Source: an optimization exercise on an open RTL-to-GDS flow (aim: small area, a short achievable clock period and few clock cycles). Production flows keep margins and buffers that such runs may drop. Where RTL was checked, it was by simulation tests only, not by an equivalence proof against the original. Only the layout flow was run in runs 5 to 7; the RTL was not checked for function there. Power and IR drop assume default switching activity.

==> design.v <==
module infix_calc
(
    input  wire       CLK,
    input  wire       RST,
    output reg        BUSY,
    input  wire [7:0] INPUT_SIGN,
    input  wire       SIGN_STB,
    input  wire [7:0] INPUT_NUMBER,
    input  wire       NUMBER_STB,
    output wire [7:0] OUT,
    output reg        OUT_STB
);
wire in_mul = ~INPUT_SIGN[0];
wire in_div = INPUT_SIGN[2] & INPUT_SIGN[1];
wire in_sub = ~INPUT_SIGN[1];
wire take_num = NUMBER_STB & ~SIGN_STB & ~BUSY;
wire take_op  = SIGN_STB & ~NUMBER_STB & ~BUSY;
wire take_end = SIGN_STB & NUMBER_STB & ~BUSY;
reg       r_num;     
reg       r_lo;      
reg       r_end;     
reg [7:0] r_val;     
reg       m_mul;     
reg       m_div;     
reg       n_sub;     
always @(posedge CLK) begin
    if (RST) begin
        r_num <= 1'b0;
        r_lo  <= 1'b0;
        r_end <= 1'b0;
        m_mul <= 1'b0;
        m_div <= 1'b0;
        BUSY  <= 1'b0;
    end else begin
        r_num <= take_num;
        r_lo  <= take_op & ~in_mul & ~in_div;
        r_end <= take_end;
        if (take_op | take_end) begin
            m_mul <= in_mul & take_op;
            m_div <= in_div & take_op;
        end
        BUSY  <= r_num & m_mul & take_op & (in_mul | in_div);
    end
    r_val <= INPUT_NUMBER;
    if (take_op & ~in_mul & ~in_div)
        n_sub <= in_sub;
end
reg  [7:0]    term;
reg           a_num;      
reg           a_mul;
reg           a_div;
reg  [7:0]    a_val;      
reg  [K1-1:0] a_rem;      
reg           b_div;      
reg           b_mul;      
reg  [K2-1:0] b_rem;      
localparam K1 = 4;
localparam K2 = 6;
wire [7:0] x1 = r_val ^ {8{m_div}};    
wire [0:0] dv0 = m_div & term[7];
wire [1:0] ds0 = {1'b0, dv0} + {1'b0, x1[0:0]} + {1'd0, m_div};
wire qd0 = ds0[1] & (x1[7:1] == {7{m_div}});    
wire dq0 = m_div ? qd0 : term[7];
wire [0:0] dr0 = dq0 ? ds0[0:0] : dv0;
wire [1:0] dv1 = {dr0, m_div & term[6]};
wire [2:0] ds1 = {1'b0, dv1} + {1'b0, x1[1:0]} + {2'd0, m_div};
wire qd1 = ds1[2] & (x1[7:2] == {6{m_div}});    
wire dq1 = m_div ? qd1 : term[6];
wire [1:0] dr1 = dq1 ? ds1[1:0] : dv1;
wire [2:0] dv2 = {dr1, m_div & term[5]};
wire [3:0] ds2 = {1'b0, dv2} + {1'b0, x1[2:0]} + {3'd0, m_div};
wire qd2 = ds2[3] & (x1[7:3] == {5{m_div}});    
wire dq2 = m_div ? qd2 : term[5];
wire [2:0] dr2 = dq2 ? ds2[2:0] : dv2;
wire [3:0] dv3 = {dr2, m_div & term[4]};
wire [4:0] ds3 = {1'b0, dv3} + {1'b0, x1[3:0]} + {4'd0, m_div};
wire qd3 = ds3[4] & (x1[7:4] == {4{m_div}});    
wire dq3 = m_div ? qd3 : term[4];
wire [3:0] dr3 = dq3 ? ds3[3:0] : dv3;
wire [4:0] dv4 = {a_rem, a_div & term[3]};
wire [5:0] ds4 = {1'b0, dv4} + {1'b0, a_val[4:0]} + {5'd0, a_div};
wire qd4 = ds4[5] & (a_val[7:5] == {3{a_div}});    
wire dq4 = a_div ? qd4 : term[3];
wire [4:0] dr4 = dq4 ? ds4[4:0] : dv4;
wire [5:0] dv5 = {dr4, a_div & term[2]};
wire [6:0] ds5 = {1'b0, dv5} + {1'b0, a_val[5:0]} + {6'd0, a_div};
wire qd5 = ds5[6] & (a_val[7:6] == {2{a_div}});    
wire dq5 = a_div ? qd5 : term[2];
wire [5:0] dr5 = dq5 ? ds5[5:0] : dv5;
wire [6:0] dv6 = {b_rem, a_div & term[1]};
wire [7:0] ds6 = {1'b0, dv6} + {1'b0, a_val[6:0]} + {7'd0, a_div};
wire qd6 = ds6[7] & (a_val[7:7] == {1{a_div}});    
wire dq6 = a_div ? qd6 : term[1];
wire [6:0] dr6 = dq6 ? ds6[6:0] : dv6;
wire [7:0] dv7 = {dr6, a_div & term[0]};
wire [8:0] ds7 = {1'b0, dv7} + {1'b0, a_val[7:0]} + {8'd0, a_div};
wire qd7 = ds7[8];    
wire dq7 = a_div ? qd7 : term[0];
wire [7:0] dr7 = dq7 ? ds7[7:0] : dv7;
wire [K1-1:0]    q1 = {qd0, qd1, qd2, qd3};
wire [K2-K1-1:0] q2 = {qd4, qd5};
wire [7-K2:0]    q3 = {qd6, qd7};
wire [7:0]       r3 = dr7;    
always @(posedge CLK) begin
    if (RST) begin
        a_num <= 1'b0;
        b_div <= 1'b0;
        b_mul <= 1'b0;
    end else begin
        a_num <= r_num;
        b_div <= a_num & a_div;
        b_mul <= a_num & a_mul;
    end
    if (r_num) begin
        a_mul <= m_mul;
        a_div <= m_div;
        a_val <= x1;
    end
    a_rem <= dr3;
    b_rem <= dr5;
    if (a_num & ~a_div & ~a_mul)
        term <= a_val;
    else if (b_mul)
        term <= r3;
    else begin
        if (r_num & m_div)
            term[7:8-K1] <= q1;
        if (a_num & a_div)
            term[7-K1:8-K2] <= q2;
        if (b_div)
            term[7-K2:0] <= q3;
    end
end
reg [7:0] sum;
reg       first;     
reg       sop_sub;   
reg       p_sub;     
reg       lo1, lo2, end1, end2;
wire [7:0] base  = first ? 8'd0 : sum;
wire [7:0] total = base + (term ^ {8{sop_sub}}) + {7'd0, sop_sub};
always @(posedge CLK) begin
    if (RST) begin
        lo1     <= 1'b0;
        lo2     <= 1'b0;
        end1    <= 1'b0;
        end2    <= 1'b0;
        first   <= 1'b1;
        sop_sub <= 1'b0;
        OUT_STB <= 1'b0;
    end else begin
        lo1     <= r_lo;
        lo2     <= lo1;
        end1    <= r_end;
        end2    <= end1;
        OUT_STB <= end2;
        if (lo2) begin
            first   <= 1'b0;
            sop_sub <= p_sub;
        end else if (end2) begin
            first   <= 1'b1;
            sop_sub <= 1'b0;
        end
    end
    if (lo1)
        p_sub <= n_sub;
    if (lo2 | end2)
        sum <= total;
end
assign OUT = sum;
endmodule
==> flow/run.sh <==
#!/bin/bash
# Standard ORFS layout at the design's clock and constraints, with a larger setup
# target for the timing repair, plain buffers on the ports and clock tree options
# (see params.sh).
set -euo pipefail
source flow/params.sh
bash standard.sh SETUP_SLACK_MARGIN=$SETUP_MARGIN "BUFFER_PORTS_ARGS=-buffer_cell $PORT_BUF" "CTS_ARGS=$CTS" $EXTRA finish > make.log 2>&1
==> flow/params.sh <==
SETUP_MARGIN=9.3
EXTRA="ABC_AREA=1"
CTS="-sink_clustering_enable -repair_clock_nets -dont_use_dummy_load"
PORT_BUF=sky130_fd_sc_hd__buf_2
==> standard.sh <==
#!/bin/bash
# synth_recipe.tcl (not shown) runs the flow's synth.tcl, then flattens the netlist and writes it again
# the make line also repeats each setting of config.mk as NAME=value (left out here)
make -C /OpenROAD-flow-scripts/flow DESIGN_CONFIG=/design/flow/config.mk WORK_HOME=/design/flow/orfs CLKGATE_MAP_FILE= SYNTH_SCRIPT=/design/flow/synth_recipe.tcl "${@:-finish}"
==> config.mk <==
export PLATFORM = sky130hd
export DESIGN_NAME = infix_calc
export DESIGN_NICKNAME = infix_calc
export VERILOG_FILES = /design/flow/design.v
export SDC_FILE = /design/flow/constraint.sdc
export NUM_CORES = 4
export LEC_CHECK = 0
export CAP_MARGIN = 20
export CORE_MARGIN = 2
export CORE_UTILIZATION = 40
export SLEW_MARGIN = 20
==> constraint.sdc <==
create_clock -name core_clock -period 13.0 [get_ports {CLK}]
set_input_delay 2.6000 -clock core_clock [delete_from_list [all_inputs] [get_ports {CLK}]]
set_output_delay 2.6000 -clock core_clock [all_outputs]
set_load 0.01 [all_outputs]
==> summary.txt, run 1 <==
Synthesis
  • Cell Area, Synth: roughly 0.0044 mm^2
  • Register area share after synthesis: 0.342
  • Synth Net Count: 636
  • Most instantiated cells after synthesis: nand2_1, inv_1, nor2_1
  • Yosys top cell area share: 0.189
  • Top area cells in the synthesized netlist: edfxtp_1, dfxtp_1, nand2_1
  • Number of synthesized flops with an enable pin: 28
  • #FFs+latches synth: 62
  • YS warnings: 1
  • Synth Flop Type: dfxtp_1
  • Yosys cell types: 39
  • Mapped Avg Cell Area: around 7.8 um^2
  • Post-synth top area cell: edfxtp_1
  • Synthesized instance count: between 500 and 600
  • Ys async rst share: 0
  • Most frequent cell after synthesis: nand2_1

Min path
  • Hold Crit Depth: 2
  • Hold WC Path Type: reg2reg

Clock network
  • Clk sinks: 62
  • CTS H-tree depth: 3
  • CTS tree: yes
  • Hold buffer count at CTS: 0
  • Total CTS buffers: 9
  • CTS Root Cell: clkbuf_8
  • Max Root-Sink Buffers: 2
  • Clk pin slew, worst setup/hold paths: 60 ps
  • Worst skew pair latency: 340 ps

Global routing
  • GRT Total Usage: 0.178
  • First-pass GRT wire length: ~16000 um
  • Vias in the first global route: ~3600
  • Largest net degree at the start of global routing: 16
  • Initial antenna violation count: 0
  • GRT overflow: 0

Run
  • Max-cap viol count: 0

Drt
  • Post-route ant nets: 0
  • Via count: about 3800
  • Routed wire length: between 10000 and 15000 um
  • Vias per cell: 4.96
  • DRT Pass-1 Iters: 5
  • # DRC: 0
  • Initial DRC count: ~200
  • Avg WL per Cell: 13.3 um

Power and ir drop
  • Peak VDD IR: 0.0589 mV
  • Pwr Density: 88.7 mW/mm^2
  • Leak Pwr: roughly 2.6 nW

Placed design
  • Dpl hpwl: approximately 7500 um
  • RePlAce Congestion: approximately 0.85
  • Placed Instances: a little over 700
  • I/O Buffers: 24
  • Dpl cell area: approximately 0.0047 mm^2

Setup path
  • Startpoint Class: register
  • Critical path capture point type: register
  • Worst Path Max Fanout: 5
  • Most Frequent Cell on Critical Path: nand2_2
  • CP arrival: between 3000 and 4000 ps
  • WP data required: approximately 13000 ps
  • Setup Crit Path Kind: reg2reg
  • Worst path slowest cell: fa_2
  • Worst Reg-to-Reg Cells: 28
  • Slowest stage delay, CP: 400 ps

STA
  • Slew Limit Fails: 0
  • Fin crit share: 0.285
  • Clock skew: roughly 26 ps
  • Final worst path period need: 3700 ps
  • Final setup viols: 0
  • Tightest Pin Transition: between 500 and 600 ps
  • Setup TNS: 0 ps
  • Max_slew headroom: 0.607
  • RSZ-0062 raised after global routing: true
  • Fmax: between 200 and 300 MHz
  • Final-report hold violation count: 0

Cells and area
  • ANT cells: 0
  • Fin cells: just under 800
  • Cell area after layout: between 0.005 and 0.006 mm^2
  • Share of post-route cells with drive strength above 1: 0.245
  • Synthesis-to-layout area growth: 20.7%
  • Layout Nets: 700
  • Final core utilization: 0.495

Floorplanning
  • Top-level I/O count: 30
  • Initial Util: 0.410
  • Die span in y: around 110 um
  • Die area: ~0.012 mm^2
  • # rows: 38
  • Die width: 109 um
  • Core Area: between 0.01 and 0.015 mm^2

Outcome
  • Status: no timing/DRC/antenna violations
[metal layers]
metal,vias up,part of all wire,GRT usage
li1,1977,-,-
met1,1772,0.45,0.228
met2,74,0.49,0.298
met3,11,0.042,0.0379
met4,0,0.014,0.0597
met5,-,0,0
[worst paths after layout]
path | startpoint | end | slack (ps)
max reg2reg | r_val[6] | a_rem[0] | 9300
min reg2reg | r_end | end1 | 410
max | r_val[6] | a_rem[0] | 9300
min | r_end | end1 | 410
[final cells by class]
cell class	instances	area, um^2
Clock buffer	9	124
Fill cell	1047	5470
Inverter	92	354
Multi-Input combinational cell	410	2790
Sequential cell	62	1540
Tap cell	140	175
Timing Repair Buffer	60	390
[placed cells by master (no fill, tap or decap), drive strengths merged]
| cell | synthesis | final |
|---|---|---|
| xnor2 | 13 | 13 |
| o21ai | 32 | 32 |
| a21o | 1 | 1 |
| o21bai | 4 | 4 |
| o22ai | 3 | 3 |
| dfxtp | 34 | 34 |
| mux2i | 1 | 1 |
| or2 | 4 | 4 |
| a21oi | 29 | 29 |
| nand4 | 5 | 5 |
| edfxtp | 28 | 28 |
| a31oi | 1 | 1 |
| a32oi | 1 | 1 |
| nand3b | 1 | 1 |
| inv | 92 | 91 |
| o21a | 2 | 2 |
| nor4 | 1 | 1 |
| fa | 12 | 12 |
| clkinvlp | 0 | 1 |
| nor3 | 3 | 3 |
| nor2 | 39 | 39 |
| ha | 33 | 33 |
| o211ai | 6 | 6 |
| a22oi | 2 | 2 |
| and2 | 1 | 1 |
| a211oi | 1 | 1 |
| nand2 | 153 | 154 |
| buf | 7 | 60 |
| clkbuf | 1 | 9 |
| xor2 | 25 | 25 |
| nand3 | 36 | 36 |
[worst max-delay path: cells and delay by family (launching register included)]
family                   cells  cell delay, ps
buffers and inverters        4             250
adder cells (fa/ha/maj)      3            1020
AO/OA/AOI/OAI                2             410
flip-flops                   1             340
AND/OR/NAND/NOR             18            1390
XOR/XNOR                     1             140
[power by group]
| part | internal, mW | switching [mW] | leakage, nW |
|---|---|---|---|
| clock | 0.0614 | 0.0638 | 0.0647 |
| combinational | 0.0569 | 0.0733 | 1.98 |
| sequential | 0.213 | 0.00793 | 0.542 |
| total | 0.331 | 0.145 | 2.59 |
[through the flow]
| stage | hold slack, ps | power, mW | setup WS, ps |
|---|---|---|---|
| 3_5_place_dp | 396 | 0.332 | 8420 |
| 6_report | 405 | 0.476 | 9300 |
| 5_1_grt | 413 | 0.507 | 9000 |
| 2_1_floorplan | 388 | 0.308 | 9300 |
| 3_3_place_gp | 389 | 0.328 | 8440 |
| 4_1_cts | 405 | 0.459 | 9280 |
[logic make-up after synthesis]
group,share of synthesized area
AO/OA/AOI/OAI,0.111
XOR/XNOR,0.0748
adder cells (fa/ha/maj),0.147
buffers and inverters,0.0903
flip-flops,0.342
multiplexers,0.00225
AND/OR/NAND/NOR,0.233
[timing repair]
action | CTS | global route
hold endpoints to repair | 0 | 0
buffers inserted | 14 | 22
pin swaps | 6 | 30
gates cloned | 0 | 1
endpoints found under the setup margin | 18 | 18
gates resized for setup | 20 | 51
[sequential cells by signal, indices dropped and copies added, names as in the netlist, 4 cells and up]
signal	count
r_val	8
sum	8
a_val	8
term	8
a_rem	4
b_rem	6
Testbench counts, summed over its fixed seeds: cycles 14,680.
==> run 2: changes to the inputs <==
==> flow/params.sh (replaced) <==
SETUP_MARGIN=9.0
EXTRA="ABC_AREA=1 CORE_UTILIZATION=30"
CTS="-sink_clustering_enable -repair_clock_nets -dont_use_dummy_load"
PORT_BUF=sky130_fd_sc_hd__buf_2
==> run 2 against run 1 <==
Still clean on timing, DRC and antenna. Clock power grew 56%. Worst hold slack worse by 5.6 ps. Count of clock-buffer cells in the layout unchanged. Cell area down 2.8%. Fmax fell by 1.4%. Critical path depth is 2 lower. Area after synthesis unchanged. Register-to-register slack worse by 50 ps. Critical endpoint is now term[4].
==> summary.txt, run 2 <==
Synthesis
  • Most frequent cell after synthesis: nand2_1
  • Post-synth top area cell: edfxtp_1
  • Synthesized instance count: 571 (unchanged)
  • Synth Net Count: 636 (unchanged)
  • Yosys cell types: 39 (unchanged)
  • Register area share after synthesis: 0.342 (unchanged)
  • Most instantiated cells after synthesis: nand2_1, inv_1, nor2_1
  • Top area cells in the synthesized netlist: edfxtp_1, dfxtp_1, nand2_1
  • Cell Area, Synth: 0.00445 mm^2 (unchanged)
  • Ys async rst share: 0 (unchanged)
  • YS warnings: 1 (unchanged)
  • #FFs+latches synth: 62 (unchanged)
  • Mapped Avg Cell Area: 7.79 um^2 (unchanged)
  • Number of synthesized flops with an enable pin: 28 (unchanged)
  • Yosys top cell area share: 0.189 (unchanged)
  • Synth Flop Type: dfxtp_1

STA
  • Max_slew headroom: 0.591 (-0.0165)
  • Final worst path period need: 3760 ps (+52.4 ps)
  • Slew Limit Fails: 0 (unchanged)
  • Final-report hold violation count: 0 (unchanged)
  • Fmax: 266 MHz (-1.4%)
  • Clock skew: 16.3 ps (-9.51 ps)
  • RSZ-0062 raised after global routing: false
  • Tightest Pin Transition: 608 ps (+24.5 ps)
  • Final setup viols: 0 (unchanged)
  • PnR worst setup slack: 9240 ps (-52.4 ps)
  • Fin crit share: 0.289 (+0.00403)
  • Hold_ws: 400 ps (-5.65 ps)
  • Setup TNS: 0 ps (unchanged)

Min path
  • Hold WC Path Type: reg2reg

Power and ir drop
  • Design Power: 0.530 mW (+11%)
  • Combinational fraction of design power: 0.215 (-0.059)
  • Sw frac: 0.280 (-0.0249)
  • Net Sw Power: 0.148 mW (+2.2%)
  • Clock Power Share: 0.368 (+0.105)
  • Leak Pwr: 2.52 nW (-2.7%)
  • Internal power: 0.382 mW (+15%)
  • Pwr Density: 102 mW/mm^2 (+15%)
  • Peak VDD IR: 0.0554 mV (-6.0%)
  • Part of the power in registers: 0.416 (-0.047)

Cells and area
  • ANT cells: 0 (unchanged)
  • Final core utilization: 0.359 (-0.136)
  • Share of post-route cells with drive strength above 1: 0.171 (-0.0736)
  • Multi-input logic area: 0.00263 mm^2 (-5.5%)
  • Commonest non-fill, non-tap cell in the layout: nand2_1
  • Synthesis-to-layout area growth: 17.3%
  • Reg area: 0.00153 mm^2 (-0.33%)
  • Commonest non-fill, non-tap cells in the layout: nand2_1, inv_1, nor2_1
  • Layout Nets: 680 (-2.9%)
  • Layout fillers: 1516 (+45%)

Global routing
  • Vias in the first global route: 3513 (-1.4%)
  • First-pass GRT wire length: 16200 um (-1.3%)
  • Initial antenna violation count: 0 (unchanged)
  • GRT overflow: 0 (unchanged)
  • Largest net degree at the start of global routing: 16 (unchanged)
  • GRT Total Usage: 0.127 (-0.0512)

Drt
  • Initial DRC count: 176 (-12%)
  • Vias per cell: 4.50 (-9.2%)
  • Avg WL per Cell: 12.1 um (-8.9%)
  • # DRC: 0 (unchanged)
  • DRT Pass-1 Iters: 4 (-1)
  • Post-route ant nets: 0 (unchanged)
  • Routed wire length: 9660 um (-6.1%)
  • Via count: 3590 (-6.4%)

Setup path
  • Critical path capture point type: register
  • Setup Crit Path Kind: reg2reg
  • CP bufs+invs: 6 (+2)
  • CP arrival: 3820 ps (-90 ps)
  • Most Frequent Cell on Critical Path: nand2_2
  • CP delay by family, top: simple AND/OR/NAND/NOR gates
  • Worst path slowest cell: fa_2
  • WP data required: 13060 ps (-140 ps)
  • Startpoint Class: register
  • Worst Path Max Fanout: 4 (-1)
  • Slowest stage delay, CP: 370 ps (-30 ps)

Outcome
  • Status: no timing/DRC/antenna violations

Floorplanning
  • Die area: 0.0158 mm^2 (+32%)
  • Die width: 126 um (+15%)
  • Core Area: 0.0145 mm^2 (+34%)
  • Die span in y: 126 um (+15%)
  • # rows: 44 (+16%)
  • Initial Util: 0.306 (-0.104)
  • Top-level I/O count: 30 (unchanged)

Placed design
  • RePlAce Congestion: 0.832 (-2.7%)
  • I/O Buffers: 24 (unchanged)
  • Dpl hpwl: 7430 um (-0.52%)
  • Dpl ws: 8250 ps (-172 ps)

Clock network
  • Clk pin slew, worst setup/hold paths: 60 ps (about the same)
  • CTS tree: yes
  • Total CTS buffers: 9 (unchanged)
  • Max Root-Sink Buffers: 2 (unchanged)
  • Clk sinks: 62 (unchanged)
  • CTS H-tree depth: 3 (unchanged)
  • Worst skew pair latency: 330 ps (about the same)
  • CTS Root Cell: clkbuf_16

Run
  • Max-cap viol count: 0 (unchanged)
## run 2: cells by family after synthesis
group / synth area share
AOI/OAI and AO/OA: 0.111
muxes: 0.00225
xor gates and xnor gates: 0.0748
and+or+nand+nor: 0.233
DFF: 0.342
buffers and inverters: 0.0903
adders and majority gates: 0.147
## run 2: what timing repair did
action	CTS	global route
buffers inserted	9	8
gates resized for setup	7	29
hold buffers	0	0
pin swaps	1	13
endpoints found under the setup margin	9	10
## run 2: final timing paths
kind / startpoint / endpoint / slack [ps] / cells past startpoint
worst min register to register: r_end / end1 / 400 / 2
worst min-delay path: r_end / end1 / 400 / 2
worst max-delay path: m_div / term[4] / 9240 / 26
worst max register to register: m_div / term[4] / 9240 / 26
## run 2: worst reg2reg max path: cells and delay by family (launching register included)
kind                       cells  cell delay, ps
adders and majority gates      3             810
and+or+nand+nor               11             930
DFF                            1             360
AOI/OAI and AO/OA              6             840
buffers and inverters          6             550
## run 2: power by group through the flow
stage | combinational (mW) | sequential [mW] | clock [mW]
floorplan | 0.0861 | 0.221 | 0
global placement | 0.104 | 0.225 | 0
detailed placement | 0.105 | 0.225 | 0
CTS | 0.107 | 0.221 | 0.201
global route | 0.132 | 0.222 | 0.210
finish | 0.114 | 0.221 | 0.195
## run 2: through the flow
| step | instances | instance area, um^2 |
|---|---|---|
| CTS | 789 | 5060 |
| detailed placement | 771 | 4750 |
| global placement | 771 | 4750 |
| finish | 797 | 5220 |
| global route | 797 | 5220 |
| floorplan | 571 | 4450 |
## run 2: area by class of cell
class	count	area share
multi-input cells	409	0.504
flip-flops and latches	62	0.294
inverters	92	0.0671
repair buffers	41	0.0475
well taps	184	0.0441
clock buffers	9	0.0432
## run 2: routing by layer
metal / track usage / part of all wire
met1: 0.167 / 0.47
met5: 0 / 0
met2: 0.211 / 0.48
met4: 0.0452 / 0.010
met3: 0.0191 / 0.039
==> run 3: changes to the inputs <==
==> flow/params.sh (replaced) <==
SETUP_MARGIN=9.0
EXTRA="ABC_AREA=1 CORE_UTILIZATION=50"
CTS="-sink_clustering_enable -repair_clock_nets -dont_use_dummy_load"
PORT_BUF=sky130_fd_sc_hd__buf_2
==> run 3 against run 2 <==
Flip-flop and latch count did not move. Synthesized cell count did not move. Clock power fell by 35%. Still clean on timing, DRC and antenna. Critical path depth rose by 1. Utilization rose by 22 points.
==> summary.txt, run 3 <==
Synthesis
  • Most instantiated cells after synthesis: nand2_1, inv_1, nor2_1
  • Synth Net Count: 636 (unchanged)
  • #FFs+latches synth: 62 (unchanged)
  • Synthesized instance count: 571 (unchanged)
  • Top area cells in the synthesized netlist: edfxtp_1, dfxtp_1, nand2_1
  • YS warnings: 1 (unchanged)
  • Yosys cell types: 39 (unchanged)
  • Yosys top cell area share: 0.189 (unchanged)
  • Number of synthesized flops with an enable pin: 28 (unchanged)
  • Mapped Avg Cell Area: 7.79 um^2 (unchanged)
  • Post-synth top area cell: edfxtp_1
  • Most frequent cell after synthesis: nand2_1
  • Synth Flop Type: dfxtp_1
  • Cell Area, Synth: 0.00445 mm^2 (unchanged)
  • Register area share after synthesis: 0.342 (unchanged)
  • Ys async rst share: 0 (unchanged)

Floorplanning
  • Top-level I/O count: 30 (unchanged)
  • Die width: 98.3 um (-22%)
  • # rows: 34 (-23%)
  • Initial Util: 0.513 (+0.206)
  • Core Area: 0.00868 mm^2 (-40%)
  • Die area: 0.00967 mm^2 (-39%)
  • Die span in y: 98.3 um (-22%)

Setup path
  • Worst Path Max Fanout: 5 (+1)
  • Setup Crit Path Kind: reg2reg
  • WP data required: 13200 ps (+140 ps)
  • Critical path capture point type: register
  • Worst path slowest cell: dfxtp_4
  • Most Frequent Cell on Critical Path: nand2_1
  • CP arrival: 3990 ps (+170 ps)
  • Slowest stage delay, CP: 370 ps (about the same)
  • Startpoint Class: register

Clock network
  • Max Root-Sink Buffers: 2 (unchanged)
  • CTS H-tree depth: 3 (unchanged)
  • Hold buffer count at CTS: 0 (unchanged)
  • Clk pin slew, worst setup/hold paths: 70 ps (about the same)
  • CTS tree: yes
  • Total CTS buffers: 9 (unchanged)
  • CTS Root Cell: clkbuf_8
  • Clk sinks: 62 (unchanged)
  • Worst skew pair latency: 330 ps (about the same)

Drt
  • Post-route ant nets: 0 (unchanged)
  • # DRC: 0 (unchanged)
  • Vias per cell: 5.10 (+13%)
  • Routed wire length: 9700 um (+0.38%)
  • Initial DRC count: 148 (-16%)
  • DRT Pass-1 Iters: 5 (+1)
  • Avg WL per Cell: 13.4 um (+11%)
  • Via count: 3682 (+2.6%)

Cells and area
  • Synthesis-to-layout area growth: 12.5%
  • Share of post-route cells with drive strength above 1: 0.169 (-0.00191)
  • Layout Nets: 681 (+0.15%)
  • Fin cells: 722 (-9.4%)
  • Final core utilization: 0.576 (+0.217)
  • Commonest non-fill, non-tap cell in the layout: nand2_1
  • ANT cells: 0 (unchanged)
  • Commonest non-fill, non-tap cells in the layout: nand2_1, inv_1, nor2_1

STA
  • Final setup viols: 0 (unchanged)
  • RSZ-0062 raised after global routing: true
  • Final-report hold violation count: 0 (unchanged)
  • Slew Limit Fails: 0 (unchanged)
  • Final worst path period need: 3790 ps (+33.2 ps)
  • Setup TNS: 0 ps (unchanged)
  • Fmax: 264 MHz (-0.87%)
  • Fin crit share: 0.292 (+0.00255)
  • Clock skew: 24.7 ps (+8.43 ps)
  • Tightest Pin Transition: 556 ps (-52.2 ps)
  • Max_slew headroom: 0.626 (+0.0351)

Run
  • Max-cap viol count: 0 (unchanged)

Global routing
  • Largest net degree at the start of global routing: 16 (unchanged)
  • Vias in the first global route: 3487 (-0.74%)
  • First-pass GRT wire length: 16200 um (-0.51%)
  • Initial antenna violation count: 0 (unchanged)
  • GRT overflow: 0 (unchanged)
  • GRT Total Usage: 0.208 (+0.0814)

Power and ir drop
  • Design Power: 0.460 mW (-13%)
  • Peak VDD IR: 0.0512 mV (-7.5%)
  • Pwr Density: 91.9 mW/mm^2 (-9.5%)
  • Leak Pwr: 2.47 nW (-1.8%)

Min path
  • Hold WC Path Type: reg2reg

Outcome
  • Status: no timing/DRC/antenna violations

Placed design
  • Dpl hpwl: 7420 um (-0.16%)
  • RePlAce Congestion: 0.853 (+2.5%)
  • I/O Buffers: 24 (unchanged)
  • Placed Instances: 695 (-9.9%)
run 3: cell types whose count changed in the layout (fill, tap and decap cells not counted), moves of 2 or more:
cell / before / now
dfxtp_1: 27 / 29
clkbuf_8: 0 / 9
clkbuf_16: 9 / 0
nand2_4: 3 / 1
dfxtp_2: 6 / 4
run 3: final timing paths:
kind | startpoint | to | slack (ps) | cells past startpoint
setup / recovery | m_div | a_rem[3] | 9210 | 27
hold / removal | end1 | end2 | 400 | 2
setup reg to reg | m_div | a_rem[3] | 9210 | 27
hold reg to reg | end1 | end2 | 400 | 2
run 3: metrics by stage:
stage | area (um^2) | hold WS, ps | worst slack (ps)
final | 5000 | 403 | 9210
after detailed placement | 4650 | 396 | 8180
after global placement | 4650 | 389 | 8280
after CTS | 4890 | 404 | 9000
after floorplan | 4450 | 388 | 9240
after global routing | 5000 | 422 | 8920
run 3: critical path: cells and delay by family, from the launching register on:
| family | cells | cell delay [ps] |
|---|---|---|
| buffers and inverters | 4 | 320 |
| and+or+nand+nor | 17 | 1520 |
| AOI/OAI and AO/OA | 3 | 440 |
| adders and majority gates | 3 | 1000 |
| DFF | 1 | 370 |
run 3: repair_timing:
action                                  CTS  global route
pin swaps                                 2             7
resized for setup                        10            20
endpoints found under the setup margin   10            11
buffers inserted                         10             8
hold endpoints to repair                  0             0
run 3: where the power goes:
group          switching [mW]  internal, mW  total (mW)
clock                  0.0654        0.0616       0.127
sequential            0.00785         0.213       0.220
combinational          0.0659        0.0464       0.112
run 3: area by class of cell:
class	instances	area, um^2
clock buffers	9	124
fillers	843	3680
inverters	92	350
multi-input cells	409	2610
flip-flops and latches	62	1530
well taps	108	135
repair buffers	42	255
run 3: logic make-up after synthesis:
| kind of cell | count (synthesis) | synth area share |
|---|---|---|
| compound gates | 82 | 0.111 |
| xor+xnor | 38 | 0.0748 |
| buf+inv | 100 | 0.0903 |
| flops | 62 | 0.342 |
| mux | 1 | 0.00225 |
| simple gates | 243 | 0.233 |
| fa+ha+maj | 45 | 0.147 |
run 3: per-layer routing:
| metal | vias to the layer above | track usage | wire length (um) |
|---|---|---|---|
| met2 | 72 | 0.347 | 4590 |
| met1 | 1669 | 0.282 | 4580 |
| li1 | 1924 | - | - |
| met4 | 0 | 0.0495 | 162 |
| met5 | - | 0 | 0 |
| met3 | 17 | 0.0379 | 361 |
==> run 4: changes to the inputs <==
==> flow/params.sh (replaced) <==
SETUP_MARGIN=9.0
EXTRA="ABC_AREA=1"
CTS="-sink_clustering_enable -repair_clock_nets -dont_use_dummy_load"
PORT_BUF=sky130_fd_sc_hd__buf_2
==> run 4 against run 3 <==
Still clean. Via count rose by 0.49%. Clock skew fell by 1.7 ps. Cell area is 0.63% lower.
==> summary.txt, run 4 <==
Cells and area
  • Final core utilization: 0.459 (-0.118)
  • ANT cells: 0 (unchanged)
  • Synthesis-to-layout area growth: 11.8%
  • Commonest non-fill, non-tap cell in the layout: nand2_1
  • Layout Nets: 676 (-0.73%)
  • Fin cells: 749 (+3.7%)
  • Share of post-route cells with drive strength above 1: 0.151 (-0.0183)
  • Commonest non-fill, non-tap cells in the layout: nand2_1, inv_1, nor2_1
  • Reg area: 0.00153 mm^2 (unchanged)
  • Layout fillers: 1095 (+30%)
  • Multi-input logic area: 0.00257 mm^2 (-1.3%)

Synthesis
  • Yosys top cell area share: 0.189 (unchanged)
  • #FFs+latches synth: 62 (unchanged)
  • Yosys cell types: 39 (unchanged)
  • Synthesized instance count: 571 (unchanged)
  • Register area share after synthesis: 0.342 (unchanged)
  • YS warnings: 1 (unchanged)
  • Most frequent cell after synthesis: nand2_1
  • Synth Net Count: 636 (unchanged)
  • Ys async rst share: 0 (unchanged)
  • Cell Area, Synth: 0.00445 mm^2 (unchanged)
  • Top area cells in the synthesized netlist: edfxtp_1, dfxtp_1, nand2_1
  • Number of synthesized flops with an enable pin: 28 (unchanged)
  • Synth Flop Type: dfxtp_1
  • Mapped Avg Cell Area: 7.79 um^2 (unchanged)
  • Most instantiated cells after synthesis: nand2_1, inv_1, nor2_1
  • Post-synth top area cell: edfxtp_1

Drt
  • Avg WL per Cell: 12.7 um (-5.4%)
  • Routed wire length: 9520 um (-1.8%)
  • Initial DRC count: 141 (-4.7%)
  • DRT Pass-1 Iters: 4 (-1)
  • Vias per cell: 4.94 (-3.1%)
  • Post-route ant nets: 0 (unchanged)
  • Via count: 3700 (+0.49%)
  • # DRC: 0 (unchanged)

Floorplanning
  • Die width: 109 um (+11%)
  • Core Area: 0.0108 mm^2 (+25%)
  • Initial Util: 0.410 (-0.102)
  • Die span in y: 109 um (+11%)
  • # rows: 38 (+12%)
  • Top-level I/O count: 30 (unchanged)
  • Die area: 0.0120 mm^2 (+24%)

Clock network
  • Max Root-Sink Buffers: 2 (unchanged)
  • Clk sinks: 62 (unchanged)
  • CTS H-tree depth: 3 (unchanged)
  • CTS Root Cell: clkbuf_8
  • CTS tree: yes
  • Worst skew pair latency: 330 ps (about the same)
  • Total CTS buffers: 9 (unchanged)
  • Clk pin slew, worst setup/hold paths: 70 ps (about the same)

Setup path
  • Startpoint Class: register
  • Crit Reg-Reg Startpoint: m_div
  • Worst Path Max Fanout: 4 (-1)
  • Internal reg-to-reg setup slack: 9270 ps (+60 ps)
  • Most Frequent Cell on Critical Path: nand2_2
  • Critical path capture point type: register
  • Worst Reg-to-Reg Cells: 28 (+3.7%)
  • Slowest stage delay, CP: 360 ps (about the same)
  • CP arrival: 3930 ps (-60 ps)
  • Setup Crit Path Kind: reg2reg
  • Worst path slowest cell: dfxtp_4
  • End of the worst register-to-register path: a_rem[0]
  • WP data required: 13190 ps (about the same)

Min path
  • Hold Crit Depth: 2 (unchanged)
  • Min-Delay Endpoint: lo1
  • Hold Startpoint: r_lo
  • Hold WC Path Type: reg2reg

Power and ir drop
  • Leak Pwr: 2.45 nW (-0.97%)
  • Peak VDD IR: 0.0728 mV (+42%)
  • Pwr Density: 91.5 mW/mm^2 (-0.45%)

Placed design
  • Placed Instances: 727 (+4.6%)
  • I/O Buffers: 24 (unchanged)
  • RePlAce Congestion: 0.845 (-0.89%)
  • Dpl hpwl: 7440 um (+0.25%)

Global routing
  • GRT Total Usage: 0.170 (-0.0374)
  • GRT overflow: 0 (unchanged)
  • Largest net degree at the start of global routing: 16 (unchanged)
  • Initial antenna violation count: 0 (unchanged)
  • Vias in the first global route: 3545 (+1.7%)
  • First-pass GRT wire length: 16000 um (-1.2%)

STA
  • Hold_ws: 403 ps (-0.321 ps)
  • Fmax: 268 MHz (+1.5%)
  • Fin crit share: 0.287 (-0.00434)
  • Final-report hold violation count: 0 (unchanged)
  • Final worst path period need: 3730 ps (-56.4 ps)
  • Clock skew: 23.0 ps (-1.75 ps)
  • RSZ-0062 raised after global routing: true
  • Tightest Pin Transition: 550 ps (-5.76 ps)
  • Slew Limit Fails: 0 (unchanged)
  • Final setup viols: 0 (unchanged)
  • Setup TNS: 0 ps (unchanged)
  • Max_slew headroom: 0.630 (+0.00388)

Run
  • Max-cap viol count: 0 (unchanged)

Outcome
  • Status: no timing/DRC/antenna violations
run 4: cell counts after synthesis:
No cell type changed its count.
run 4: critical path: cells and delay by family, from the launching register on:
kind                       cells  cell delay, ps
adders and majority gates      3             980
DFF                            1             360
AOI/OAI and AO/OA              2             360
buffers and inverters          5             360
and+or+nand+nor               17            1400
xor gates and xnor gates       1             140
run 4: area by class of cell:
| cell class | instances | area share |
|---|---|---|
| Sequential cell | 62 | 0.308 |
| Timing Repair Buffer | 37 | 0.0438 |
| Tap cell | 140 | 0.0352 |
| Inverter | 92 | 0.0705 |
| Clock buffer | 9 | 0.0249 |
| Multi-Input combinational cell | 409 | 0.518 |
run 4: kinds of logic (layout without fill, tap and decap cells):
family	Yosys count	in the layout	share of synthesized area
DFF	62	62	0.342
AOI/OAI and AO/OA	82	82	0.111
and+or+nand+nor	243	243	0.233
xor gates and xnor gates	38	38	0.0748
muxes	1	1	0.00225
buffers and inverters	100	138	0.0903
adders and majority gates	45	45	0.147
run 4: through the flow:
stage	setup WS, ps	power, mW	cell area [um^2]
global route	8940	0.484	4970
floorplan	9240	0.307	4450
detailed placement	8270	0.332	4690
CTS	9010	0.458	4900
global placement	8340	0.328	4690
finish	9270	0.455	4970
run 4: worst max path at each step:
stage | slack, ps | depth (start not counted) | startpoint | end
5_1_grt | 8940 | 28 | m_div | a_rem[0]
3_5_place_dp | 8270 | 26 | m_div | a_rem[0]
6_report | 9270 | 28 | m_div | a_rem[0]
3_3_place_gp | 8340 | 27 | m_div | a_rem[3]
2_1_floorplan | 9240 | 27 | m_div | a_rem[0]
4_1_cts | 9010 | 28 | m_div | a_rem[0]
run 4: routing by layer:
metal	global-route usage	vias to the layer above	routed length, um
met3	0.0332	8	359
met1	0.215	1721	4310
met5	0	-	0
met4	0.0506	0	94
li1	-	1917	-
met2	0.295	54	4760
run 4: timing repair:
item,in CTS,in global routing
hold buffers,0,0
gates resized for setup,7,15
setup endpoints to repair,7,6
buffers inserted,9,4
pin swaps,2,6
run 4: where the power goes:
group	leakage (nW)	internal, mW	switching (mW)
Combinational	1.84	0.0448	0.0653
Sequential	0.541	0.213	0.00795
Clock	0.0647	0.0615	0.0627
==> run 5: changes to the inputs <==
--- a/design.v
+++ b/design.v
@@ -41,7 +41,7 @@
         end
         BUSY  <= r_num & m_mul & take_op & (in_mul | in_div);
     end
-    r_val <= INPUT_NUMBER;
+    r_val <= INPUT_NUMBER ^ {8{m_div}};
     if (take_op & ~in_mul & ~in_div)
         n_sub <= in_sub;
 end
@@ -56,7 +56,7 @@
 reg  [K2-1:0] b_rem;      
 localparam K1 = 4;
 localparam K2 = 6;
-wire [7:0] x1 = r_val ^ {8{m_div}};    
+wire [7:0] x1 = r_val;    
 wire [0:0] dv0 = m_div & term[7];
 wire [1:0] ds0 = {1'b0, dv0} + {1'b0, x1[0:0]} + {1'd0, m_div};
 wire qd0 = ds0[1] & (x1[7:1] == {7{m_div}});    
@@ -114,7 +114,7 @@
     if (r_num) begin
         a_mul <= m_mul;
         a_div <= m_div;
-        a_val <= x1;
+        a_val <= r_val;
     end
     a_rem <= dr3;
     b_rem <= dr5;
==> run 5 against run 4 <==
Cell count increased by 4.0%. Wire length grew 12%. Global-route usage is 0.13 points higher. Still clean on timing, DRC and antenna. Register-to-register slack worse by 470 ps. Total power up 21%. Critical path type unchanged. Worst setup slack got worse by 470 ps. Utilization rose by 3.2 points.
==> summary.txt, run 5 <==
Outcome
  • Status: no timing/DRC/antenna violations

Synthesis
  • Mapped Avg Cell Area: 7.92 um^2 (+1.7%)
  • Number of synthesized flops with an enable pin: 28 (unchanged)
  • Post-Synth XOR/XNOR Area: 0.0748 (about the same)
  • Simple-gate share of the synthesized area: 0.261 (+0.0280)
  • Most frequent cell after synthesis: nand2_1
  • Register area share after synthesis: 0.333 (-0.00909)
  • Yosys top cell area share: 0.184 (-0.00502)
  • Synth Net Count: 646 (+1.6%)
  • Ys async rst share: 0 (unchanged)
  • Adder-Cell Fraction of Synth Area: 0.159 (+0.0120)
  • Most instantiated cells after synthesis: nand2_1, inv_1, nand3_1
  • YS warnings: 1 (unchanged)
  • Yosys cell types: 40 (+2.6%)
  • Cell Area, Synth: 0.00457 mm^2 (+2.7%)
  • Post-synth top area cell: edfxtp_1
  • Synthesized instance count: 577 (+1.1%)
  • Largest family of logic cells by synthesized area: simple AND/OR/NAND/NOR gates
  • Multiplexer share of the synthesized area: 0 (-0.00225)
  • Synth Flop Type: dfxtp_1
  • Post-synthesis compound-gate area fraction: 0.0917 (-0.0191)
  • #FFs+latches synth: 62 (unchanged)
  • Top area cells in the synthesized netlist: edfxtp_1, dfxtp_1, nand2_1

Power and ir drop
  • Pwr Density: 99.7 mW/mm^2 (+9.0%)
  • Internal power: 0.393 mW (+23%)
  • Part of the power in registers: 0.406 (-0.079)
  • Peak VDD IR: 0.0664 mV (-8.8%)
  • Combinational fraction of design power: 0.242 (about the same)
  • Net Sw Power: 0.158 mW (+16%)
  • Clock Power Share: 0.352 (+0.079)
  • Sw frac: 0.287 (-0.0121)
  • Leak Pwr: 2.64 nW (+8.1%)

Cells and area
  • Commonest non-fill, non-tap cell in the layout: nand2_1
  • Final core utilization: 0.490 (+0.0316)
  • Synthesis-to-layout area growth: 20.9%
  • ANT cells: 0 (unchanged)
  • Layout fillers: 1056 (-3.6%)
  • Commonest non-fill, non-tap cells in the layout: nand2_1, inv_1, nand3_1
  • Layout Nets: 707 (+4.6%)
  • Fin cells: 779 (+4.0%)
  • Share of post-route cells with drive strength above 1: 0.215 (+0.0643)

STA
  • Fin crit share: 0.323 (+0.0360)
  • Clock skew: 18.3 ps (-4.69 ps)
  • Setup TNS: 0 ps (unchanged)
  • PnR worst setup slack: 8800 ps (-468 ps)
  • Slew Limit Fails: 0 (unchanged)
  • RSZ-0062 raised after global routing: true
  • Max_slew headroom: 0.626 (-0.00359)
  • Final-report hold violation count: 0 (unchanged)
  • Tightest Pin Transition: 555 ps (+5.33 ps)
  • Final setup viols: 0 (unchanged)
  • Fmax: 238 MHz (-11%)
  • Hold_ws: 404 ps (+0.616 ps)
  • Final worst path period need: 4200 ps (+468 ps)

Clock network
  • CTS H-tree depth: 3 (unchanged)
  • CTS tree: yes
  • Clk pin slew, worst setup/hold paths: 50 ps (-20 ps)
  • Clk sinks: 62 (unchanged)
  • Total CTS buffers: 9 (unchanged)
  • Max Root-Sink Buffers: 2 (unchanged)
  • Worst skew pair latency: 320 ps (about the same)
  • CTS Root Cell: clkbuf_16
  • Hold buffer count at CTS: 0 (unchanged)

Setup path
  • CP arrival: 4410 ps (+480 ps)
  • Worst path slowest cell: edfxtp_1
  • Slowest stage delay, CP: 440 ps (+80 ps)
  • Critical path capture point type: register
  • Startpoint Class: register
  • WP data required: 13210 ps (+20 ps)
  • Setup Crit Path Kind: reg2reg
  • Worst Path Max Fanout: 5 (+1)
  • Most Frequent Cell on Critical Path: nand2_2

Floorplanning
  • Core Area: 0.0113 mm^2 (+4.0%)
  • Die width: 111 um (+1.3%)
  • Die area: 0.0123 mm^2 (+2.6%)
  • Die span in y: 111 um (+1.3%)
  • Top-level I/O count: 30 (unchanged)
  • Initial Util: 0.405 (-0.00495)
  • # rows: 39 (+2.6%)

Drt
  • Via count: 3863 (+4.4%)
  • Vias per cell: 4.96 (+0.38%)
  • Initial DRC count: 180 (+28%)
  • # DRC: 0 (unchanged)
  • Avg WL per Cell: 13.7 um (+8.2%)
  • Post-route ant nets: 0 (unchanged)
  • DRT Pass-1 Iters: 4 (unchanged)
  • Routed wire length: 10700 um (+12%)

Placed design
  • Dpl hpwl: 7640 um (+2.7%)
  • Placed Instances: 736 (+1.2%)
  • RePlAce Congestion: 0.889 (+5.1%)
  • I/O Buffers: 24 (unchanged)
  • Dpl ws: 7940 ps (-338 ps)

Global routing
  • GRT Total Usage: 0.172 (+0.00130)
  • First-pass GRT wire length: 17200 um (+7.6%)
  • Vias in the first global route: 3722 (+5.0%)
  • Initial antenna violation count: 0 (unchanged)
  • GRT overflow: 0 (unchanged)
  • Largest net degree at the start of global routing: 16 (unchanged)

Run
  • Max-cap viol count: 0 (unchanged)

Min path
  • Hold WC Path Type: reg2reg
[run 5: timing repair]
item | 4_1_cts | 5_1_grt
gates resized for setup | 33 | 27
setup buffers | 23 | 11
hold endpoints to repair | 0 | 0
endpoints found under the setup margin | 18 | 18
pin swaps | 26 | 29
[run 5: final timing paths]
check / cells after the start / startpoint / slack [ps] / to
setup reg to reg: 30 / term[7] / 8800 / a_rem[2]
hold reg to reg: 2 / end1 / 400 / end2
hold / removal: 2 / end1 / 400 / end2
setup / recovery: 30 / term[7] / 8800 / a_rem[2]
[run 5: metal layers]
layer | GRT usage | vias to the layer above | wire length [um]
li1 | - | 1991 | -
met2 | 0.293 | 56 | 5300
met1 | 0.224 | 1800 | 4880
met3 | 0.0241 | 16 | 321
met4 | 0.0600 | 0 | 199
met5 | 0 | - | 0
[run 5: final cells by class]
cell class	instances	area, um^2	area share
flip-flops and latches	62	1530	0.278
multi-input cells	423	2880	0.522
repair buffers	58	383	0.0693
well taps	143	179	0.0324
inverters	84	320	0.0580
clock buffers	9	225	0.0408
[run 5: kinds of logic (layout without fill, tap and decap cells)]
| group | count (synthesis) | after routing |
|---|---|---|
| adder cells (fa/ha/maj) | 49 | 49 |
| AO/OA/AOI/OAI | 73 | 73 |
| buffers and inverters | 92 | 151 |
| AND/OR/NAND/NOR | 262 | 262 |
| flip-flops | 62 | 62 |
| XOR/XNOR | 39 | 39 |
[run 5: power groups by stage]
stage	clock, mW	sequential, mW	combinational [mW]
6_report	0.194	0.224	0.133
5_1_grt	0.206	0.225	0.150
4_1_cts	0.198	0.224	0.121
3_5_place_dp	0	0.228	0.110
3_3_place_gp	0	0.228	0.108
2_1_floorplan	0	0.224	0.0904
[run 5: per-stage QoR]
step | instance area (um^2) | power (mW)
3_5_place_dp | 4820 | 0.339
2_1_floorplan | 4570 | 0.314
3_3_place_gp | 4820 | 0.336
5_1_grt | 5530 | 0.581
4_1_cts | 5350 | 0.543
6_report | 5530 | 0.551
[run 5: critical path: cells and delay by family (launching register included)]
| kind | cells | cell delay [ps] |
|---|---|---|
| adders and majority gates | 4 | 1170 |
| buffers and inverters | 4 | 330 |
| and+or+nand+nor | 16 | 1360 |
| DFF | 1 | 440 |
| AOI/OAI and AO/OA | 6 | 810 |
==> run 6: changes to the inputs <==
--- a/design.v
+++ b/design.v
@@ -41,7 +41,7 @@
         end
         BUSY  <= r_num & m_mul & take_op & (in_mul | in_div);
     end
-    r_val <= INPUT_NUMBER ^ {8{m_div}};
+    r_val <= INPUT_NUMBER;
     if (take_op & ~in_mul & ~in_div)
         n_sub <= in_sub;
 end
@@ -51,12 +51,11 @@
 reg           a_div;
 reg  [7:0]    a_val;      
 reg  [K1-1:0] a_rem;      
-reg           b_div;      
-reg           b_mul;      
+reg           b_num;      
 reg  [K2-1:0] b_rem;      
 localparam K1 = 4;
 localparam K2 = 6;
-wire [7:0] x1 = r_val;    
+wire [7:0] x1 = r_val ^ {8{m_div}};    
 wire [0:0] dv0 = m_div & term[7];
 wire [1:0] ds0 = {1'b0, dv0} + {1'b0, x1[0:0]} + {1'd0, m_div};
 wire qd0 = ds0[1] & (x1[7:1] == {7{m_div}});    
@@ -104,47 +103,42 @@
 always @(posedge CLK) begin
     if (RST) begin
         a_num <= 1'b0;
-        b_div <= 1'b0;
-        b_mul <= 1'b0;
+        b_num <= 1'b0;
     end else begin
         a_num <= r_num;
-        b_div <= a_num & a_div;
-        b_mul <= a_num & a_mul;
+        b_num <= a_num;
     end
     if (r_num) begin
         a_mul <= m_mul;
         a_div <= m_div;
-        a_val <= r_val;
+        a_val <= x1;
     end
     a_rem <= dr3;
     b_rem <= dr5;
     if (a_num & ~a_div & ~a_mul)
         term <= a_val;
-    else if (b_mul)
+    else if (b_num & a_mul)
         term <= r3;
     else begin
         if (r_num & m_div)
             term[7:8-K1] <= q1;
         if (a_num & a_div)
             term[7-K1:8-K2] <= q2;
-        if (b_div)
+        if (b_num & a_div)
             term[7-K2:0] <= q3;
     end
 end
 reg [7:0] sum;
-reg       first;     
 reg       sop_sub;   
 reg       p_sub;     
 reg       lo1, lo2, end1, end2;
-wire [7:0] base  = first ? 8'd0 : sum;
-wire [7:0] total = base + (term ^ {8{sop_sub}}) + {7'd0, sop_sub};
+wire [7:0] total = sum + (term ^ {8{sop_sub}}) + {7'd0, sop_sub};
 always @(posedge CLK) begin
     if (RST) begin
         lo1     <= 1'b0;
         lo2     <= 1'b0;
         end1    <= 1'b0;
         end2    <= 1'b0;
-        first   <= 1'b1;
         sop_sub <= 1'b0;
         OUT_STB <= 1'b0;
     end else begin
@@ -153,17 +147,16 @@
         end1    <= r_end;
         end2    <= end1;
         OUT_STB <= end2;
-        if (lo2) begin
-            first   <= 1'b0;
+        if (lo2)
             sop_sub <= p_sub;
-        end else if (end2) begin
-            first   <= 1'b1;
+        else if (end2)
             sop_sub <= 1'b0;
-        end
     end
     if (lo1)
         p_sub <= n_sub;
-    if (lo2 | end2)
+    if (RST | OUT_STB)
+        sum <= 8'd0;
+    else if (lo2 | end2)
         sum <= total;
 end
 assign OUT = sum;
==> flow/params.sh (replaced) <==
SETUP_MARGIN=9.3
EXTRA="ABC_AREA=1"
CTS="-sink_clustering_enable -repair_clock_nets -dont_use_dummy_load"
PORT_BUF=sky130_fd_sc_hd__buf_2
==> run 6 against run 5 <==
Still clean. Utilization rose by 2.9 points. Sequential power fell by 4%. Count of clock-buffer cells in the layout did not move. Cell area rose by 5.9%. Sequential share of layout area fell by 3.7 points. Area after synthesis rose by 0.22%. Via count rose by 8.9%. Wire length rose by 8.6%. Global-route usage rose by 1.0 points. Worst hold slack got worse by 0.61 ps. Flip-flop and latch count fell by 2.
==> summary.txt, run 6 <==
Power and ir drop
  • Peak VDD IR: 0.0975 mV (+47%)
  • Design Power: 0.608 mW (+10%)
  • Leak Pwr: 2.89 nW (+9.2%)
  • Pwr Density: 104 mW/mm^2 (+4.3%)

Global routing
  • GR peak layer: met2
  • Met1 global-route usage: 0.229 (+0.00548)
  • Initial antenna violation count: 0 (unchanged)
  • Vias in the first global route: 3915 (+5.2%)
  • Largest net degree at the start of global routing: 18 (+2)
  • GRT overflow: 0 (unchanged)
  • GRT Total Usage: 0.182 (+0.0103)
  • First-pass GRT wire length: 18200 um (+5.6%)
  • Met3 usage: 0.0262 (+0.00219)
  • GR Util met2: 0.315 (+0.0225)

Drt
  • Via count: 4208 (+8.9%)
  • Vias per cell: 5.00 (+0.90%)
  • DRT Pass-1 Iters: 4 (unchanged)
  • Routed wire length: 11600 um (+8.6%)
  • Initial DRC count: 197 (+9.4%)
  • Post-route ant nets: 0 (unchanged)
  • Avg WL per Cell: 13.8 um (+0.56%)
  • # DRC: 0 (unchanged)

Clock network
  • Max Root-Sink Buffers: 2 (unchanged)
  • Clk sinks: 60 (-3.2%)
  • CTS Root Cell: clkbuf_16
  • CTS tree: yes
  • Total CTS buffers: 9 (unchanged)
  • CTS H-tree depth: 3 (unchanged)
  • Worst skew pair latency: 330 ps (about the same)
  • Clk pin slew, worst setup/hold paths: 50 ps (about the same)
  • Hold buffer count at CTS: 0 (unchanged)

STA
  • Final setup viols: 0 (unchanged)
  • Fin crit share: 0.299 (-0.0241)
  • Final worst path period need: 3890 ps (-314 ps)
  • Final-report hold violation count: 0 (unchanged)
  • RSZ-0062 raised after global routing: true
  • Fmax: 257 MHz (+8.1%)
  • Hold_ws: 403 ps (-0.609 ps)
  • Tightest Pin Transition: 625 ps (+69.5 ps)
  • Slew Limit Fails: 0 (unchanged)
  • Max_slew headroom: 0.579 (-0.0468)
  • Clock skew: 19.6 ps (+1.31 ps)
  • Setup TNS: 0 ps (unchanged)

Setup path
  • End of the worst register-to-register path: a_rem[0]
  • Critical path capture point type: register
  • CP arrival: 4130 ps (-280 ps)
  • CP delay by family, top: simple AND/OR/NAND/NOR gates
  • Worst Path Max Fanout: 7 (+2)
  • WP data required: 13240 ps (+30 ps)
  • Slowest stage delay, CP: 410 ps (-30 ps)
  • Worst Reg-to-Reg Cells: 26 (-13%)
  • Startpoint Class: register
  • Worst path slowest cell: fa_2
  • CP bufs+invs: 4 (unchanged)
  • Internal reg-to-reg setup slack: 9110 ps (+310 ps)
  • Most Frequent Cell on Critical Path: nand2_2
  • Setup Crit Path Kind: reg2reg
  • Crit Reg-Reg Startpoint: m_div

Run
  • Max-cap viol count: 0 (unchanged)

Cells and area
  • Commonest non-fill, non-tap cells in the layout: nand2_1, inv_1, buf_4
  • Synthesis-to-layout area growth: 27.7%
  • Cell area after layout: 0.00585 mm^2 (+5.9%)
  • Layout fillers: 1028 (-2.7%)
  • ANT cells: 0 (unchanged)
  • Share of post-route cells with drive strength above 1: 0.279 (+0.0640)
  • Layout Nets: 765 (+8.2%)
  • Commonest non-fill, non-tap cell in the layout: nand2_1

Synthesis
  • Ys async rst share: 0 (unchanged)
  • Synth Flop Type: dfxtp_1
  • Top area cells in the synthesized netlist: dfxtp_1, edfxtp_1, nand2_1
  • #FFs+latches synth: 60 (-3.2%)
  • Cell Area, Synth: 0.00458 mm^2 (+0.22%)
  • Yosys cell types: 40 (unchanged)
  • Mapped Avg Cell Area: 7.52 um^2 (-5.0%)
  • Most frequent cell after synthesis: nand2_1
  • Most instantiated cells after synthesis: nand2_1, inv_1, nor2_1
  • Post-synth top area cell: dfxtp_1
  • Synthesized instance count: 609 (+5.5%)
  • YS warnings: 1 (unchanged)
  • Yosys top cell area share: 0.175 (-0.00915)
  • Number of synthesized flops with an enable pin: 20 (-29%)
  • Register area share after synthesis: 0.306 (-0.0270)
  • Synth Net Count: 674 (+4.3%)

Placed design
  • Dpl cell area: 0.00482 mm^2 (about the same)
  • I/O Buffers: 24 (unchanged)
  • RePlAce Congestion: 0.880 (-0.97%)
  • Dpl hpwl: 7960 um (+4.1%)

Floorplanning
  • # rows: 39 (unchanged)
  • Die span in y: 111 um (+0.10%)
  • Die area: 0.0123 mm^2 (+0.21%)
  • Core Area: 0.0113 mm^2 (unchanged)
  • Initial Util: 0.406 (+0.000888)
  • Top-level I/O count: 30 (unchanged)
  • Die width: 111 um (+0.10%)

Min path
  • Min-Delay Endpoint: end1
  • Hold Crit Depth: 2 (unchanged)
  • Hold Startpoint: r_end
  • Hold WC Path Type: reg2reg

Outcome
  • Status: no timing/DRC/antenna violations
-- run 6: kinds of logic after synthesis --
group                    after synthesis  synth area share
XOR/XNOR                              37            0.0708
AO/OA/AOI/OAI                         87             0.122
AND/OR/NAND/NOR                      274             0.262
flip-flops                            60             0.306
buffers and inverters                106            0.0962
adder cells (fa/ha/maj)               45             0.143
-- run 6: worst max-delay path by stage --
stage               start        to  slack, ps  cells after the start
global placement    m_div  a_rem[0]       8770                     26
detailed placement  m_div  a_rem[0]       8650                     26
CTS                 m_div  a_rem[2]       9290                     26
global route        m_div  a_rem[2]       8920                     26
floorplan           m_div  a_rem[0]       9320                     25
finish              m_div  a_rem[0]       9110                     26
-- run 6: power breakdown --
group | switching, mW | leakage, nW | internal, mW
Combinational | 0.114 | 2.26 | 0.0890
Clock | 0.0714 | 0.111 | 0.120
Sequential | 0.00951 | 0.514 | 0.204
Total | 0.194 | 2.89 | 0.414
-- run 6: metrics by stage --
stage	std cells	utilization	setup WS, ps
2_1_floorplan	609	-	9320
3_3_place_gp	768	0.428	8770
3_5_place_dp	768	0.428	8650
4_1_cts	816	0.484	9290
5_1_grt	841	0.519	8920
6_report	841	0.519	9110
-- run 6: repair_timing --
action | CTS | global route
pin swaps | 8 | 31
gates resized for setup | 22 | 53
setup endpoints to repair | 18 | 17
buffers inserted | 39 | 24
cloned | 0 | 1
-- run 6: worst reg2reg max path, stage by stage, from the launching register on --
cell and delay [ps]:
dfxtp_4 350, buf_12 130, buf_12 120, nand3_4 80
o21ai_4 70, fa_2 410, nor2_4 130, nand2_2 70
nand2_2 90, nand2_2 70, nand2_2 80, inv_2 50
ha_4 250, a21oi_2 190, o21ai_2 90, nand2_2 100
o21ai_4 90, buf_4 140, nand2_1 90, nand2_2 80
fa_2 380, o21ai_2 140, nand3_2 120, nand2_2 120
o21ai_4 100, nor2_2 130, xnor2_1 120
-- run 6: area by class of cell --
type	instances	area (um^2)	area share
Timing Repair Buffer	88	652	0.111
Inverter	97	367	0.0627
Sequential cell	60	1410	0.240
Clock buffer	9	225	0.0385
Multi-Input combinational cell	444	3020	0.516
Tap cell	143	179	0.0306
-- run 6: metal layers --
metal  share of wire  vias to the layer above
met2            0.51                       70
li1                -                     2133
met5               0                        -
met1            0.42                     1971
met4           0.038                        0
met3           0.036                       34
==> run 7: changes to the inputs <==
==> flow/params.sh (replaced) <==
SETUP_MARGIN=9.0
EXTRA="ABC_AREA=1"
CTS="-sink_clustering_enable -repair_clock_nets -dont_use_dummy_load"
PORT_BUF=sky130_fd_sc_hd__buf_2
==> run 7 against run 6 <==
Sequential power barely moved. Utilization fell by 5.6 points. Via count fell by 8.7%. Clock skew fell by 1.2 ps. Area after synthesis did not move. Synthesized cell count did not move. Largest power group unchanged. Register-to-register slack improved by 140 ps. Clock power barely moved. Critical path depth did not move. Total power fell by 6.0%. Die area did not move.
==> summary.txt, run 7 <==
Outcome
  • Status: no timing/DRC/antenna violations

Synthesis
  • Cell Area, Synth: 0.00458 mm^2 (unchanged)
  • Ys async rst share: 0 (unchanged)
  • Register area share after synthesis: 0.306 (unchanged)
  • Most frequent cell after synthesis: nand2_1
  • Adder-Cell Fraction of Synth Area: 0.143 (unchanged)
  • Number of synthesized flops with an enable pin: 20 (unchanged)
  • Multiplexer share of the synthesized area: 0 (unchanged)
  • Yosys cell types: 40 (unchanged)
  • Post-Synth XOR/XNOR Area: 0.0708 (unchanged)
  • Yosys top cell area share: 0.175 (unchanged)
  • Post-synth top area cell: dfxtp_1
  • Synth Net Count: 674 (unchanged)
  • Simple-gate share of the synthesized area: 0.262 (unchanged)
  • Top area cells in the synthesized netlist: dfxtp_1, edfxtp_1, nand2_1
  • Most instantiated cells after synthesis: nand2_1, inv_1, nor2_1
  • Mapped Avg Cell Area: 7.52 um^2 (unchanged)
  • Synthesized instance count: 609 (unchanged)
  • Post-synthesis compound-gate area fraction: 0.122 (unchanged)
  • #FFs+latches synth: 60 (unchanged)
  • Synth Flop Type: dfxtp_1
  • Largest family of logic cells by synthesized area: simple AND/OR/NAND/NOR gates
  • YS warnings: 1 (unchanged)

Cells and area
  • Synthesis-to-layout area growth: 13.9%
  • Share of post-route cells with drive strength above 1: 0.170 (-0.110)
  • Layout fillers: 1106 (+7.6%)
  • Layout Nets: 710 (-7.2%)
  • Commonest non-fill, non-tap cells in the layout: nand2_1, inv_1, nor2_1
  • Fin cells: 786 (-6.5%)
  • ANT cells: 0 (unchanged)
  • Commonest non-fill, non-tap cell in the layout: nand2_1

Placed design
  • Dpl ws: 8630 ps (-21.8 ps)
  • I/O Buffers: 24 (unchanged)
  • Placed Instances: 768 (unchanged)
  • Dpl hpwl: 7860 um (-1.2%)
  • RePlAce Congestion: 0.878 (-0.23%)

Setup path
  • Worst Reg-to-Reg Cells: 26 (unchanged)
  • Worst Path Max Fanout: 7 (unchanged)
  • Startpoint Class: register
  • CP arrival: 3940 ps (-190 ps)
  • End of the worst register-to-register path: a_rem[2]
  • Crit Reg-Reg Startpoint: m_div
  • Setup Crit Path Kind: reg2reg
  • Crit path to: a_rem[2]
  • Internal reg-to-reg setup slack: 9250 ps (+140 ps)
  • Critical path capture point type: register
  • Start point of the critical path: m_div
  • WP data required: 13190 ps (-50 ps)

STA
  • Final-report hold violation count: 0 (unchanged)
  • PnR worst setup slack: 9250 ps (+141 ps)
  • Setup TNS: 0 ps (unchanged)
  • Fmax: 267 MHz (+3.8%)
  • Tightest Pin Transition: 574 ps (-50.3 ps)
  • Fin crit share: 0.288 (-0.0109)
  • Clock skew: 18.5 ps (-1.16 ps)
  • Slew Limit Fails: 0 (unchanged)
  • Max_slew headroom: 0.616 (+0.0366)
  • RSZ-0062 raised after global routing: false
  • Final setup viols: 0 (unchanged)
  • Final worst path period need: 3750 ps (-141 ps)

Clock network
  • Clk pin slew, worst setup/hold paths: 50 ps (about the same)
  • CTS Root Cell: clkbuf_16
  • Max Root-Sink Buffers: 2 (unchanged)
  • Total CTS buffers: 9 (unchanged)
  • Clk sinks: 60 (unchanged)
  • CTS tree: yes
  • Worst skew pair latency: 330 ps (about the same)
  • CTS H-tree depth: 3 (unchanged)

Run
  • Max-cap viol count: 0 (unchanged)

Power and ir drop
  • Pwr Density: 110 mW/mm^2 (+5.4%)
  • Part of the power in registers: 0.374 (+0.022)
  • Leak Pwr: 2.59 nW (-10%)
  • Internal power: 0.392 mW (-5.3%)
  • Sw frac: 0.315 (-0.00503)
  • Net Sw Power: 0.180 mW (-7.5%)
  • Clock Power Share: 0.335 (+0.020)
  • Peak VDD IR: 0.0766 mV (-21%)
  • Combinational fraction of design power: 0.292 (-0.041)

Drt
  • Post-route ant nets: 0 (unchanged)
  • # DRC: 0 (unchanged)
  • Avg WL per Cell: 12.8 um (-7.7%)
  • Routed wire length: 10000 um (-14%)
  • DRT Pass-1 Iters: 6 (+2)
  • Initial DRC count: 179 (-9.1%)
  • Via count: 3843 (-8.7%)
  • Vias per cell: 4.89 (-2.3%)

Min path
  • Hold Crit Depth: 2 (unchanged)
  • Hold WC Path Type: reg2reg

Global routing
  • Largest net degree at the start of global routing: 18 (unchanged)
  • Vias in the first global route: 3686 (-5.8%)
  • GRT overflow: 0 (unchanged)
  • First-pass GRT wire length: 16700 um (-7.9%)
  • Initial antenna violation count: 0 (unchanged)
  • GRT Total Usage: 0.168 (-0.0140)

Floorplanning
  • Die width: 111 um (unchanged)
  • Core Area: 0.0113 mm^2 (unchanged)
  • # rows: 39 (unchanged)
  • Die span in y: 111 um (unchanged)
  • Initial Util: 0.406 (unchanged)
  • Die area: 0.0123 mm^2 (unchanged)
  • Top-level I/O count: 30 (unchanged)
==> run 7: cells by family (layout without fill, tap and decap cells) <==
logic type,count (synthesis),after routing
buffers and inverters,106,140
AND/OR/NAND/NOR,274,274
AO/OA/AOI/OAI,87,87
adder cells (fa/ha/maj),45,45
XOR/XNOR,37,37
flip-flops,60,60
==> run 7: cell type report <==
| cell class | count | area [um^2] | area share |
|---|---|---|---|
| Multi-Input combinational cell | 443 | 2830 | 0.543 |
| Sequential cell | 60 | 1410 | 0.270 |
| Inverter | 97 | 367 | 0.0703 |
| Clock buffer | 9 | 225 | 0.0432 |
| Timing Repair Buffer | 34 | 208 | 0.0398 |
| Tap cell | 143 | 179 | 0.0343 |
==> run 7: metrics by stage <==
step	util	hold WS [ps]	instance area [um^2]	power [mW]
after detailed placement	0.427	392	4810	0.378
final	0.463	399	5220	0.572
after CTS	0.456	400	5140	0.573
after floorplan	-	388	4580	0.348
after global placement	0.427	391	4810	0.373
after global routing	0.463	419	5220	0.607
==> run 7: power groups by stage <==
stage / Combinational [mW] / Sequential (mW) / Clock, mW
final: 0.167 / 0.214 / 0.191
after global routing: 0.190 / 0.215 / 0.202
after CTS: 0.163 / 0.214 / 0.196
after detailed placement: 0.160 / 0.218 / 0
after global placement: 0.156 / 0.218 / 0
after floorplan: 0.134 / 0.214 / 0
==> run 7: per-layer routing <==
| layer | routed length (um) | GRT usage |
|---|---|---|
| met3 | 270 | 0.0268 |
| met2 | 4950 | 0.301 |
| met4 | 166 | 0.0567 |
| met1 | 4630 | 0.205 |
| met5 | 0 | 0 |
==> run 7: timing repair <==
item,4_1_cts,5_1_grt
gates resized for setup,10,14
endpoints found under the setup margin,8,7
buffers inserted,7,2
pin swaps,2,2
hold buffers,0,0
==> run 7: how the worst min path moves through the flow <==
stage,startpoint,endpoint,slack [ps]
after floorplan,r_end,end1,390
after global placement,end1,end2,390
after detailed placement,r_end,end1,390
after CTS,r_end,end1,400
after global routing,r_lo,lo1,420
final,r_end,end1,400
==> run 7: worst max-delay path, stage by stage (launching register included) <==
cell     delay (ps)
dfxtp_4         370
buf_12          110
nor2_1           60
nor2_1          120
o21ai_2          90
fa_2            370
nor2_2          120
nand2_1          80
nand2_1          80
nand2_1          50
nand2_1          80
inv_1            70
ha_4            270
nand2_1          50
o21ai_1         150
nand2_2         100
o21ai_4         170
nand2_1          90
and2_1          190
ha_4            290
nand2_1          70
o21ai_2         120
nand3_2         110
nand2_2         110
o21ai_4          90
nand3_1         100
o21ai_0          90

[separate check: timing with driven ports]
The results above use ideal ports. As a check the final layouts listed here were re-extracted and re-timed, cells and wires unchanged.
Step 1 (the two cells are an assumption about what drives the block):
set clk [get_ports {CLK}]
set_driving_cell -lib_cell sky130_fd_sc_hd__clkbuf_16 $clk
set_driving_cell -lib_cell sky130_fd_sc_hd__buf_2 [delete_from_list [all_inputs] $clk]
Step 2 adds t to the input delays and takes it off the output delays; t is the mean of the earliest and latest rising clock arrival at the registers after step 1. Input paths then give back, and output paths get back, about the clock's delay inside the block.
Slacks: ideal / step 1 / step 2; pairs: ideal / step 1.
| run | t (ns) | slack for setup (ns) | hold WS [ns] | worst setup path at the end |
|---|---|---|---|---|
| run 1 | 0.358 | 9.295 / 9.295 / 9.295 | 0.405 / 0.405 / 0.405 | register to register |
| run 2 | 0.358 | 9.243 / 9.243 / 9.243 | 0.400 / 0.400 / 0.400 | register to register |
| run 3 | 0.350 | 9.210 / 9.210 / 9.210 | 0.403 / 0.403 / 0.403 | register to register |
| run 4 | 0.344 | 9.266 / 9.266 / 9.266 | 0.403 / 0.403 / 0.403 | register to register |
| run 5 | 0.350 | 8.798 / 8.798 / 8.798 | 0.404 / 0.404 / 0.404 | register to register |
| run 6 | 0.359 | 9.112 / 9.112 / 9.112 | 0.403 / 0.403 / 0.403 | register to register |
| run 7 | 0.354 | 9.253 / 9.253 / 9.253 | 0.399 / 0.399 / 0.399 | register to register |
After both steps every run listed still meets setup and hold.
